Background: an optimization exercise with open tools, aiming at small area. Do not read the settings as production practice. Only simulation tests tie the RTL to the original design; equivalence was not proved. Power and IR drop assume default switching activity.

==> inputs of run Y <==
==> flow/design.v <==
module router_fifo(clk,rst,rd_en,we,din,dout,full,cnt_nz,sft_rst,rd_eff);
input clk,rst,rd_en,we,sft_rst;
input [7:0]din;
output [7:0]dout;
output full,cnt_nz,rd_eff;
reg [7:0]mem[15:0];
reg [4:0]cnt;
reg rd_q;
integer i;
wire wr_eff;
assign full=cnt[4];
assign cnt_nz=|cnt;
assign rd_eff=rd_en&cnt_nz&!sft_rst;
assign wr_eff=we&!full&!sft_rst;
always@(posedge clk)
begin
	if(wr_eff)
	begin
		mem[0]<=din;
		for(i=1;i<16;i=i+1)
			mem[i]<=mem[i-1];
	end
end
always@(posedge clk)
begin
	if(!rst||sft_rst)
		cnt<=5'd0;
	else if(wr_eff&&!rd_eff)
		cnt<=cnt+1'b1;
	else if(rd_eff&&!wr_eff)
		cnt<=cnt-1'b1;
end
always@(posedge clk)
begin
	if(!rst)
		rd_q<=1'b0;
	else
		rd_q<=rd_eff;
end
reg [7:0]mo;
always@(*)
begin
	mo=8'h00;
	for(i=0;i<16;i=i+1)
		mo=mo|({8{rd_q&&cnt[3:0]==i}}&mem[i]);
end
assign dout=mo;
endmodule
module rfsm(clk,rst,pkt_vld,din,sft_any,cnt_nz0,cnt_nz1,cnt_nz2,fifo_full,parity_done,low_pkt_vld,addr,busy,detect_add,wait_state,lfd_state,ld_state,laf_state,cpe_state,write_enb_reg);
input clk,rst,pkt_vld,sft_any,cnt_nz0,cnt_nz1,cnt_nz2,fifo_full,parity_done,low_pkt_vld;
input [1:0]din;
output reg [1:0]addr;
output busy,detect_add,wait_state,lfd_state,ld_state,laf_state,cpe_state,write_enb_reg;
parameter DECODE_ADDRESS = 3'b000,
	  WAIT_TILL_EMPTY=3'b001,
	  LOAD_FIRST_DATA = 3'b010,
	  LOAD_DATA = 3'b011,
	  LOAD_PARITY=3'b100,
	  FIFO_FULL_STATE=3'b101,
	  LOAD_AFTER_FULL=3'b110,
	  CHECK_PARITY_ERROR=3'b111;
reg [2:0] state,next;
reg din_empty,addr_empty;
always@(posedge clk)
begin
	if(!rst)
		addr<=2'd0;
	else if(state==DECODE_ADDRESS)
		addr<=din;
end
always@(posedge clk)
begin
	if(!rst||sft_any)
		state<=DECODE_ADDRESS;
	else
		state<=next;
end
always@(*)
begin
	case(din)
		2'd0:din_empty=!cnt_nz0;
		2'd1:din_empty=!cnt_nz1;
		default:din_empty=!cnt_nz2;
	endcase
	case(addr)
		2'd0:addr_empty=!cnt_nz0;
		2'd1:addr_empty=!cnt_nz1;
		2'd2:addr_empty=!cnt_nz2;
		default:addr_empty=1'b0;
	endcase
end
always@(*)
begin
	next=DECODE_ADDRESS;
	case(state)
		DECODE_ADDRESS:
			if(pkt_vld&&din!=2'd3)
				next=din_empty?LOAD_FIRST_DATA:WAIT_TILL_EMPTY;
		WAIT_TILL_EMPTY:
			next=addr_empty?LOAD_FIRST_DATA:WAIT_TILL_EMPTY;
		LOAD_FIRST_DATA:
			next=LOAD_DATA;
		LOAD_DATA:
			if(fifo_full)
				next=FIFO_FULL_STATE;
			else if(!pkt_vld)
				next=LOAD_PARITY;
			else
				next=LOAD_DATA;
		LOAD_PARITY:
			next=CHECK_PARITY_ERROR;
		FIFO_FULL_STATE:
			next=fifo_full?FIFO_FULL_STATE:LOAD_AFTER_FULL;
		LOAD_AFTER_FULL:
			if(parity_done)
				next=DECODE_ADDRESS;
			else if(low_pkt_vld)
				next=LOAD_PARITY;
			else
				next=LOAD_DATA;
		CHECK_PARITY_ERROR:
			next=fifo_full?FIFO_FULL_STATE:DECODE_ADDRESS;
	endcase
end
assign detect_add=(state==DECODE_ADDRESS);
assign wait_state=(state==WAIT_TILL_EMPTY);
assign lfd_state=(state==LOAD_FIRST_DATA);
assign ld_state=(state==LOAD_DATA);
assign laf_state=(state==LOAD_AFTER_FULL);
assign cpe_state=(state==CHECK_PARITY_ERROR);
assign write_enb_reg=(state==LOAD_DATA)||(state==LOAD_PARITY)||(state==LOAD_AFTER_FULL);
assign busy=!((state==DECODE_ADDRESS)||(state==LOAD_DATA));
endmodule
module router_reg(clk,rst,pkt_vld,din,fifo_full,detect_add,wait_state,lfd_state,ld_state,laf_state,cpe_state,parity_done,low_pkt_vld,err,dout);
input clk,rst,pkt_vld,fifo_full,detect_add,wait_state,lfd_state,ld_state,laf_state,cpe_state;
input [7:0]din;
output reg parity_done,low_pkt_vld,err;
output reg [7:0]dout;
reg [7:0]par;
wire load_parity=(ld_state&&!pkt_vld&&!fifo_full)||(laf_state&&!parity_done&&low_pkt_vld);
always@(posedge clk)
begin
	if(detect_add||(ld_state&&!fifo_full)||(!pkt_vld&&!ld_state&&!wait_state&&!lfd_state))
		dout<=din;
end
always@(posedge clk)
begin
	if(!rst||cpe_state)
		low_pkt_vld<=1'b0;
	else if(ld_state&&!pkt_vld)
		low_pkt_vld<=1'b1;
end
always@(posedge clk)
begin
	if(detect_add)
		par<=din;
	else if(lfd_state&&!pkt_vld)
		par<=8'd0;
	else if((ld_state&&pkt_vld)||load_parity)
		par<=par^din;
end
always@(posedge clk)
begin
	if(!rst||detect_add)
		parity_done<=1'b0;
	else if(load_parity)
		parity_done<=1'b1;
end
always@(posedge clk)
begin
	if(!rst)
		err<=1'b0;
	else
		err<=parity_done&&(par!=8'd0);
end
endmodule
module rsynch(clk,rst,rd_en,cnt_nz,vld_out,sft_rst);
input clk,rst,rd_en,cnt_nz;
output vld_out,sft_rst;
reg [4:0]count;
assign sft_rst=&count;
assign vld_out=cnt_nz&!sft_rst;
always@(posedge clk)
begin
	if(!rst||!vld_out||rd_en)
		count<=5'b11110;
	else
		count<={count[3:0],count[4]^count[2]};
end
endmodule
module router_top(clk,rst,din,rd_en0,rd_en1,rd_en2,pkt_vld,vld_out0,vld_out1,vld_out2,dout0,dout1,dout2,busy,err);
input clk,rst,rd_en0,rd_en1,rd_en2,pkt_vld;
input [7:0] din;
output vld_out0,vld_out1,vld_out2,busy,err;
output [7:0]dout0,dout1,dout2;
wire [7:0]data;
wire [1:0]addr;
wire full0,full1,full2,nz0,nz1,nz2,sft_rst0,sft_rst1,sft_rst2,rde0,rde1,rde2;
wire detect_add,wait_state,lfd_state,ld_state,laf_state,cpe_state,write_enb_reg,parity_done,low_pkt_vld;
reg fifo_full;
always@(*)
begin
	case(addr)
		2'd0:fifo_full=full0;
		2'd1:fifo_full=full1;
		2'd2:fifo_full=full2;
		default:fifo_full=1'b0;
	endcase
end
rfsm FSM(clk,rst,pkt_vld,din[1:0],sft_rst0|sft_rst1|sft_rst2,nz0,nz1,nz2,fifo_full,parity_done,low_pkt_vld,addr,busy,detect_add,wait_state,lfd_state,ld_state,laf_state,cpe_state,write_enb_reg);
router_reg REG(clk,rst,pkt_vld,din,fifo_full,detect_add,wait_state,lfd_state,ld_state,laf_state,cpe_state,parity_done,low_pkt_vld,err,data);
rsynch SYN0(clk,rst,rd_en0,nz0,vld_out0,sft_rst0);
rsynch SYN1(clk,rst,rd_en1,nz1,vld_out1,sft_rst1);
rsynch SYN2(clk,rst,rd_en2,nz2,vld_out2,sft_rst2);
router_fifo FIFO_0(clk,rst,rd_en0,write_enb_reg&&addr==2'd0,data,dout0,full0,nz0,sft_rst0,rde0);
router_fifo FIFO_1(clk,rst,rd_en1,write_enb_reg&&addr==2'd1,data,dout1,full1,nz1,sft_rst1,rde1);
router_fifo FIFO_2(clk,rst,rd_en2,write_enb_reg&&addr==2'd2,data,dout2,full2,nz2,sft_rst2,rde2);
endmodule
==> flow/flow/run.sh <==
#!/bin/bash
# Own layout flow: the standard layout (standard.sh) with
#  - the standard synthesis script, but an area-oriented ABC mapping script
#    (flow/area.abc) for the combinational logic; registers are mapped by
#    dfflibmap before ABC exactly as in the standard synthesis,
#  - smaller port buffers,
#  - a clock tree of clkbuf_8 leaves without dummy loads,
#  - no pre-placement upsizing (ABC buffers are removed instead),
#  - global placement that does not keep its timing-driven buffering, and
#    downsizing of non-critical cells after global routing.
set -euo pipefail
W=$PWD
sed "s#log_cmd abc {\*}\$abc_args#set abc_args [lreplace \$abc_args 1 1 $W/flow/area.abc]; log_cmd abc {*}\$abc_args#" \
  "$FLOW_HOME/scripts/synth.tcl" > "$W/synth_area.tcl"
grep -q "flow/area.abc" "$W/synth_area.tcl"
sed "s#source \$::env(SCRIPTS_DIR)/synth.tcl#source $W/synth_area.tcl#" synth_recipe.tcl > "$W/synth_recipe_area.tcl"
grep -q "synth_area.tcl" "$W/synth_recipe_area.tcl"
sed "s#SYNTH_SCRIPT=[^ ]*#SYNTH_SCRIPT=$W/synth_recipe_area.tcl#" standard.sh > "$W/standard_area.sh"
grep -q "synth_recipe_area.tcl" "$W/standard_area.sh"
export BUFFER_PORTS_ARGS="-buffer_cell sky130_fd_sc_hd__buf_1"
export REMOVE_ABC_BUFFERS=1
export RECOVER_POWER=100
export GPL_KEEP_OVERFLOW=0
export CTS_ARGS="-sink_clustering_enable -repair_clock_nets -sink_clustering_size 18 -sink_clustering_max_diameter 100 -buf_list sky130_fd_sc_hd__clkbuf_8 -dont_use_dummy_load"
bash "$W/standard_area.sh" finish > standard_flow.log 2>&1
==> flow/flow/area.abc <==
strash
&get -n
&st
&syn4
&dch -f
&nf -a -R 100
&put
topo
stime -c
==> flow/standard.sh <==
#!/bin/bash
# synth_recipe.tcl (not shown) runs the flow's synth.tcl, then flattens the netlist and writes it again
# the make line also repeats each setting of config.mk as NAME=value (left out here)
make -C /OpenROAD-flow-scripts/flow DESIGN_CONFIG=/design/flow/config.mk WORK_HOME=/design/flow/orfs CLKGATE_MAP_FILE= SYNTH_SCRIPT=/design/flow/synth_recipe.tcl "${@:-finish}"
==> flow/config.mk <==
export PLATFORM = sky130hd
export DESIGN_NAME = router_top
export DESIGN_NICKNAME = router_top
export VERILOG_FILES = /design/flow/design.v
export SDC_FILE = /design/flow/constraint.sdc
export NUM_CORES = 4
export LEC_CHECK = 0
export CAP_MARGIN = 10
export CORE_MARGIN = 2
export CORE_UTILIZATION = 60
export SLEW_MARGIN = 0
==> flow/constraint.sdc <==
create_clock -name core_clock -period 4.0 [get_ports {clk}]
set_input_delay 0.8000 -clock core_clock [delete_from_list [all_inputs] [get_ports {clk}]]
set_output_delay 0.8000 -clock core_clock [all_outputs]
set_load 0.01 [all_outputs]
==> run H: changes against run Y <==
--- a/flow/flow/run.sh
+++ b/flow/flow/run.sh
@@ -6,3 +6,3 @@
 #  - smaller port buffers,
-#  - a clock tree of clkbuf_8 leaves without dummy loads,
+#  - a clock tree of clkbuf_8 leaves (up to 18 sinks each) without dummy loads,
 #  - no pre-placement upsizing (ABC buffers are removed instead),
CAP_MARGIN = 5   (was 10)
CORE_UTILIZATION = 70   (was 60)
SLEW_MARGIN = 5   (was 0)
==> comparison table <==
	run H	run Y
Headroom to the max-slew limit	0.246	0.226
GR met1 Demand/Resource	0.423	0.365
Run status	finished clean	finished clean
Metal1 wirelength	13.5 mm	14.7 mm
Total GRT Usage	0.289	0.252
Comb power frac	0.148	0.149
Initial DRC Count	1320	1339
Power, Total	9.14 mW	9.18 mW
P per Cell Area	529 mW/mm²	530 mW/mm²
Final routed wire length divided by cell count	26.5 µm	26.3 µm
Antenna violations before repair	2	0
Leakage Power	5.29 nW	5.27 nW
Clock insertion delay at the later pin of the skew report	0.60 ns	0.59 ns
Amount of wire on met3 after detailed routing	3.95 mm	3.17 mm
Cell area after layout	0.0173 mm²	0.0173 mm²
Arr. time, crit path	3.03 ns	3.02 ns
Global Route met3 Usage	0.0533	0.0454
Power dissipated in sequential cells	5.88 mW	5.87 mW
Power attributed to combinational cells	1.35 mW	1.37 mW
Sequential share of cell area	0.743	0.740
Fill cell total of the finished layout	1316	1876
Final std cells w/o fill	1316	1370
Count of inserted antenna diode cells	1	0
Fraction of layout instances using a drive strength above 1	0.0427	0.0398

==> afterwards: timing with drivers on the ports <==
No port has a modelled driver above. Below, the same layouts with a new extraction and two added sets of constraints.
Step 1 (the two cells are an assumption about what drives the block):
set clk [get_ports {clk}]
set_driving_cell -lib_cell sky130_fd_sc_hd__clkbuf_16 $clk
set_driving_cell -lib_cell sky130_fd_sc_hd__buf_2 [delete_from_list [all_inputs] $clk]
Step 2 also shifts input and output timing later by t, the mid clock arrival at the registers, as if the neighbouring blocks saw the same clock.
Slacks: ideal / step 1 / step 2; pairs: ideal / step 1.
run | t (ns) | setup slack, ns | worst setup path after step 2 | slew at the worst register clock pin (ns) | cell pins on the clock port's net
run Y | 0.625 | 0.178 / 0.132 / 0.306 | register to register | 0.12 / 0.12 | 1
run H | 0.621 | 0.175 / 0.130 / 0.347 | register to register | 0.12 / 0.12 | 1
After both steps every run listed still meets setup and hold.
